What follows belongs to an exercise in optimizing a design on an open flow for small area, a short achievable clock period and few clock cycles; a production flow would make more cautious choices.
Where RTL was checked, it was by simulation tests only, not by an equivalence proof against the original.
The clock port is modelled as an ideal driver, which makes a skipped or thinned clock tree look cheaper than it is; a real chip needs a root buffer or a tree.
No activity file was given, so power comes from the tool's default toggle rates.

==> flow/design.v <==
`timescale 1ns/10ps
module LBP(  clk,reset,gray_addr,gray_req,gray_ready,gray_data,lbp_addr,lbp_valid,lbp_data,finish );
input           clk;
input           reset;
input           gray_ready;
input   [7:0]   gray_data;
output          gray_req;
output          lbp_valid;
output          finish;
output  [7:0]   lbp_data;
output  [13:0]  gray_addr;
output  [13:0]  lbp_addr;
reg             gray_req;    
reg             run;         
reg             lbp_valid;
reg             finish;
reg     [7:0]   lbp_data;
reg     [13:0]  lbp_addr;
reg     [6:0]   row;
reg     [6:0]   col;
reg     [2:0]   j;           
reg             eol;         
reg             lastrow;     
assign gray_addr = {row, col};
reg     [7:0]   p1, p2, p3, p4, p5, p6, p7, p8, p9;
reg             q1;
reg     [2:0]   q2, q3, q4, q5, q6, q7, q8;
reg     [3:0]   q9;
reg             b3;          
wire    [7:0]   x = gray_data;
function [1:0] cmpl;
    input [7:0] a;
    input [7:0] b;
    reg hgt, hlt, lge, lle;
    begin
        hgt = a[7:4] > b[7:4]; hlt = a[7:4] < b[7:4];
        lge = a[3:0] >= b[3:0]; lle = a[3:0] <= b[3:0];
        cmpl = {hgt | (~hlt & lge), hlt | (~hgt & lle)};
    end
endfunction
wire    [1:0]   cx9 = cmpl(x, p9);      
wire    [1:0]   c18 = cmpl(p1, p8);
wire    [1:0]   c19 = cmpl(p1, p9);
wire    [1:0]   c89 = cmpl(p8, p9);
wire            done = eol & lastrow & (col == 7'd127);
always @(posedge clk or posedge reset)
begin
    if (reset) begin
        gray_req  <= 1'b0;
        run       <= 1'b0;
        finish    <= 1'b0;
        lbp_valid <= 1'b0;
    end else begin
        lbp_valid <= run & (j[2] | j[1]) & (row[6:1] != 6'd0);
        if (run) begin
            if (done) begin
                gray_req <= 1'b0;
                run      <= 1'b0;
                finish   <= 1'b1;
            end
        end else if (gray_ready & ~finish) begin
            gray_req <= 1'b1;
            run      <= 1'b1;
        end
    end
end
always @(posedge clk)
begin
    if (~run) begin
        row     <= 7'd0;
        col     <= 7'd0;
        j       <= 3'd0;
        eol     <= 1'b0;
        lastrow <= 1'b0;
    end else begin
        j     <= j + 3'd1;
        eol   <= (j == 3'd6);
        if (eol) begin
            row     <= row + 7'd1;
            lastrow <= (row == 7'd126);
            col     <= lastrow ? col - 7'd1 : col - 7'd7;
        end else
            col     <= col + 7'd1;
    end
end
always @(posedge clk)
begin
    p1 <= x;  p2 <= p1; p3 <= p2; p4 <= p3; p5 <= p4;
    p6 <= p5; p7 <= p6; p8 <= p7; p9 <= p8;
    q1 <= cx9[0];
    q2 <= {c18[0], c19[0], q1};
    q3 <= q2; q4 <= q3; q5 <= q4; q6 <= q5; q7 <= q6; q8 <= q7;
    q9 <= {c18[1], q8};
    b3 <= c89[0];
    lbp_data <= {cx9[1], c19[1], q9[3], c89[1], b3, q9[2:0]};
    lbp_addr <= {row - 7'd1, col - 7'd1};
end
endmodule
export LEC_CHECK = 0
export CAP_MARGIN = 20
export CORE_MARGIN = 2
export CORE_UTILIZATION = 50
export SETUP_SLACK_MARGIN = 2.4
export SLEW_MARGIN = 20
create_clock -name core_clock -period 4.0 [get_ports {clk}]
standard.sh (not shown) runs the stock make flow with config.mk's settings and CLKGATE_MAP_FILE= SYNTH_SCRIPT=/design/flow/synth_recipe.tcl, a recipe that flattens the netlist after the stock synthesis.
==> flow/flow/run.sh <==
#!/bin/bash
HERE=$(cd "$(dirname "$0")" && pwd)
export PRE_CTS_TCL=$HERE/cts_manual.tcl
export CTS_MANUAL_NROOT=4
export CTS_MANUAL_NLEAF=0
export CTS_MANUAL_ROOTBUF=sky130_fd_sc_hd__clkbuf_16
export CTS_MANUAL_LEAFBUF=sky130_fd_sc_hd__clkbuf_16
export BUFFER_PORTS_ARGS="-buffer_cell sky130_fd_sc_hd__buf_2"
bash standard.sh > standard.log 2>&1
Other scripts of this flow, unchanged in this note and not shown: flow/flow/cts_manual.tcl
==> next run, changes <==
--- a/flow/design.v
+++ b/flow/design.v
@@ -36,15 +36,12 @@
         hgt = a[7:4] > b[7:4]; hlt = a[7:4] < b[7:4];
         lge = a[3:0] >= b[3:0]; lle = a[3:0] <= b[3:0];
         cmpl = {hgt | (~hlt & lge), hlt | (~hgt & lle)};
     end
 endfunction
 wire    [1:0]   cx9 = cmpl(x, p9);      
-wire    [1:0]   c18 = cmpl(p1, p8);
-wire    [1:0]   c19 = cmpl(p1, p9);
-wire    [1:0]   c89 = cmpl(p8, p9);
 wire            done = eol & lastrow & (col == 7'd127);
 always @(posedge clk or posedge reset)
 begin
     if (reset) begin
         gray_req  <= 1'b0;
         run       <= 1'b0;
@@ -85,14 +82,14 @@
 end
 always @(posedge clk)
 begin
     p1 <= x;  p2 <= p1; p3 <= p2; p4 <= p3; p5 <= p4;
     p6 <= p5; p7 <= p6; p8 <= p7; p9 <= p8;
     q1 <= cx9[0];
-    q2 <= {c18[0], c19[0], q1};
+    q2 <= {p8 >= p1, p9 >= p1, q1};
     q3 <= q2; q4 <= q3; q5 <= q4; q6 <= q5; q7 <= q6; q8 <= q7;
-    q9 <= {c18[1], q8};
-    b3 <= c89[0];
-    lbp_data <= {cx9[1], c19[1], q9[3], c89[1], b3, q9[2:0]};
+    q9 <= {p1 >= p8, q8};
+    b3 <= p9 >= p8;
+    lbp_data <= {cx9[1], p1 >= p9, q9[3], p8 >= p9, b3, q9[2:0]};
     lbp_addr <= {row - 7'd1, col - 7'd1};
 end
 endmodule
Outcome: Worst setup slack gets worse by 0.025 ns; clock skew barely changes; routed wire length is higher by about 5%; sequential power barely changes; utilization is lower by 1.1 points.
Testbench counts after the change, summed over its fixed seeds: cycles 258,060.
Function not checked in the first run of this note: the RTL went through the layout flow alone. No run of this note takes its clock network from TritonCTS; it comes from the design's own scripts or RTL.

[afterwards: timing with drivers on the ports]
Ports are ideal in the flow. The routed layouts listed here were re-timed in OpenROAD.
Step 1 sets driving cells, clkbuf_16 on the clock port and buf_2 on the other inputs (assumed; they add their load-dependent delay and slew).
Step 2 adds t to the input delays and takes it off the output delays; t is the mean of the earliest and latest rising clock arrival at the registers after step 1. Input paths then give back, and output paths get back, about the clock's delay inside the block.
Three values: no drivers, after step 1, after step 2; two values: the first two.
| run | shift t [ns] | setup WS [ns] | worst setup path after step 2 |
|---|---|---|---|
| the first run | 0.253 | 2.431 / 2.379 / 2.240 | input to register |
| the second run | 0.252 | 2.406 / 2.346 / 2.212 | input to register |
After both steps every run listed still meets setup and hold. For the second run, which loses most, drivers alone change the setup slack by -0.060 ns; drivers and shift together by -0.194 ns.
